This design comes from an exercise in tuning for small area on the open sky130 flow, not from production work.

## amber
// cordic_sin_cos
module cordic_sin_cos (
    input clk, input rst_n,
    input signed [31:0] angle, input pre_vaild,
    output signed [31:0] sin, output signed [31:0] cos, output post_vaild);
wire [24:0] a = angle[24:0];
wire signed [8:0] at = a[24:16];
wire site1 = (at >= -9'sd90) && (at <= 9'sd90);
wire site2 = (at > 9'sd90);
wire amin = (a == 25'd21757952);
wire nz = |a[5:0];
wire s = ~site1;
wire d0 = site1 ? ~a[24] : (site2 | amin);
wire [16:0] k1 = site1 ? (d0 ? 17'd84992 : 17'd46080) : (site2 ? 17'd7168 : (amin ? 17'd31744 : 17'd123904));
wire ci1 = s & ~nz;
wire [16:0] h1 = k1 + (a[22:6] ^ {17{s}}) + ci1;
wire d1 = ~h1_q1[16];
wire signed [20:0] hs1 = {{4{h1_q1[16]}}, h1_q1};
wire [1:0] cm2;
assign cm2[0] = hs1 >= -21'sd27203;
assign cm2[1] = hs1 >= 21'sd27203;
wire d2 = cm2[{d1}];
wire [3:0] cm3;
assign cm3[0] = hs1 >= -21'sd41576;
assign cm3[1] = hs1 >= 21'sd12830;
assign cm3[2] = hs1 >= -21'sd12830;
assign cm3[3] = hs1 >= 21'sd41576;
wire d3 = cm3[{d2,d1}];
wire [7:0] cm4;
assign cm4[0] = hs1 >= -21'sd48872;
assign cm4[1] = hs1 >= 21'sd5534;
assign cm4[2] = hs1 >= -21'sd20126;
assign cm4[3] = hs1 >= 21'sd34280;
assign cm4[4] = hs1 >= -21'sd34280;
assign cm4[5] = hs1 >= 21'sd20126;
assign cm4[6] = hs1 >= -21'sd5534;
assign cm4[7] = hs1 >= 21'sd48872;
wire d4 = cm4[{d3,d2,d1}];
wire [3:0] ts5 = {d4,d3,d2,d1};
wire [12:0] t5 = (ts5 == 4'd0) ? 13'd3382 : (ts5 == 4'd1) ? 13'd6320 : (ts5 == 4'd2) ? 13'd7404 : (ts5 == 4'd3) ? 13'd2150 : (ts5 == 4'd4) ? 13'd5174 : (ts5 == 4'd5) ? 13'd8112 : (ts5 == 4'd6) ? 13'd1004 : (ts5 == 4'd7) ? 13'd3942 : (ts5 == 4'd8) ? 13'd4250 : (ts5 == 4'd9) ? 13'd7188 : (ts5 == 4'd10) ? 13'd80 : (ts5 == 4'd11) ? 13'd3018 : (ts5 == 4'd12) ? 13'd6042 : (ts5 == 4'd13) ? 13'd788 : (ts5 == 4'd14) ? 13'd1872 : 13'd4810;
wire [12:0] h5 = h1_q1[12:0] + t5;
wire d5 = ~h5_q2[12];
wire signed [16:0] hs5 = {{4{h5_q2[12]}}, h5_q2};
wire [1:0] cm6;
assign cm6[0] = hs5 >= -17'sd1833;
assign cm6[1] = hs5 >= 17'sd1833;
wire d6 = cm6[{d5}];
wire [3:0] cm7;
assign cm7[0] = hs5 >= -17'sd2750;
assign cm7[1] = hs5 >= 17'sd916;
assign cm7[2] = hs5 >= -17'sd916;
assign cm7[3] = hs5 >= 17'sd2750;
wire d7 = cm7[{d6,d5}];
wire [7:0] cm8;
assign cm8[0] = hs5 >= -17'sd3208;
assign cm8[1] = hs5 >= 17'sd458;
  ...
For scale: about 3200 cells after synthesis, ~250 flip-flops, ~100 I/O pins, ~0.025 mm^2 of cells after synthesis.
clock: 6.0 ns
lec_check: 0
cap_margin: 0
core_margin: 2
core_utilization: 40
slew_margin: 0
standard.sh (not shown) runs the stock make flow with config.mk's settings and CLKGATE_MAP_FILE= SYNTH_SCRIPT=/design/flow/synth_recipe.tcl, a recipe that flattens the netlist after the stock synthesis.
==> flow/flow/run.sh <==
#!/bin/bash
set -euo pipefail
export BUFFER_PORTS_ARGS="-buffer_cell sky130_fd_sc_hd__buf_1"
export CTS_ARGS="-sink_clustering_enable -repair_clock_nets -dont_use_dummy_load -buf_list sky130_fd_sc_hd__clkbuf_8 -sink_clustering_size 20 -sink_clustering_max_diameter 80"
bash standard.sh > standard.log 2>&1
amber has completed all stages; timing, DRC and antenna checks passed.
### amber -> pepper
- a change of SLEW_MARGIN from 0 to 20
- a change of CAP_MARGIN from 0 to 20
==> flow/flow/run.sh <==
#!/bin/bash
set -euo pipefail
export BUFFER_PORTS_ARGS="-buffer_cell sky130_fd_sc_hd__buf_1"
export CTS_ARGS="-sink_clustering_enable -repair_clock_nets -dont_use_dummy_load -buf_list sky130_fd_sc_hd__clkbuf_8 -sink_clustering_size 20 -sink_clustering_max_diameter 50"
bash standard.sh > standard.log 2>&1
## What came out
pepper finished end to end and its layout was clean on timing, DRC and antenna. Clock tree skew after final layout (lower): pepper. Between amber and pepper, the flow reports routed wire length increasing slightly. Between amber and pepper, the share of the clock period used by the worst path figures differ only marginally. Reported for amber and pepper, post-route antenna net violation count turned out identical to the last digit. Diff amber -> pepper: met3 usage in global routing has increased, final area has increased. Minimum setup slack in the final design: pepper better than amber.
Function was not checked in any run of this note: the RTL went through the layout flow alone.

==> separate check: timing with driven ports <==
No port has a modelled driver above. Below, the same layouts with a new extraction and two added sets of constraints. Step 1 sets driving cells, clkbuf_16 on the clock port and buf_2 on the other inputs (assumed; they add their load-dependent delay and slew). Step 2 moves the port delays by t, midway between the first and last clock arrival at a register: inputs arrive t later, outputs are due t later. That takes back most of the time a late clock gives input paths. Slacks: ideal / step 1 / step 2; pairs: ideal / step 1.
run | t (ns) | slack for setup (ns) | hold slack, ns | clock arrival spread, ns | worst slew at a driven data input, ns
amber | 0.620 | 0.294 / 0.237 / 0.408 | 0.329 / 0.329 / 0.329 | 0.096 / 0.096 | 0.04
pepper | 0.642 | 0.299 / 0.244 / 0.424 | 0.321 / 0.321 / 0.321 | 0.072 / 0.072 | 0.04
After both steps every run listed still meets setup and hold.
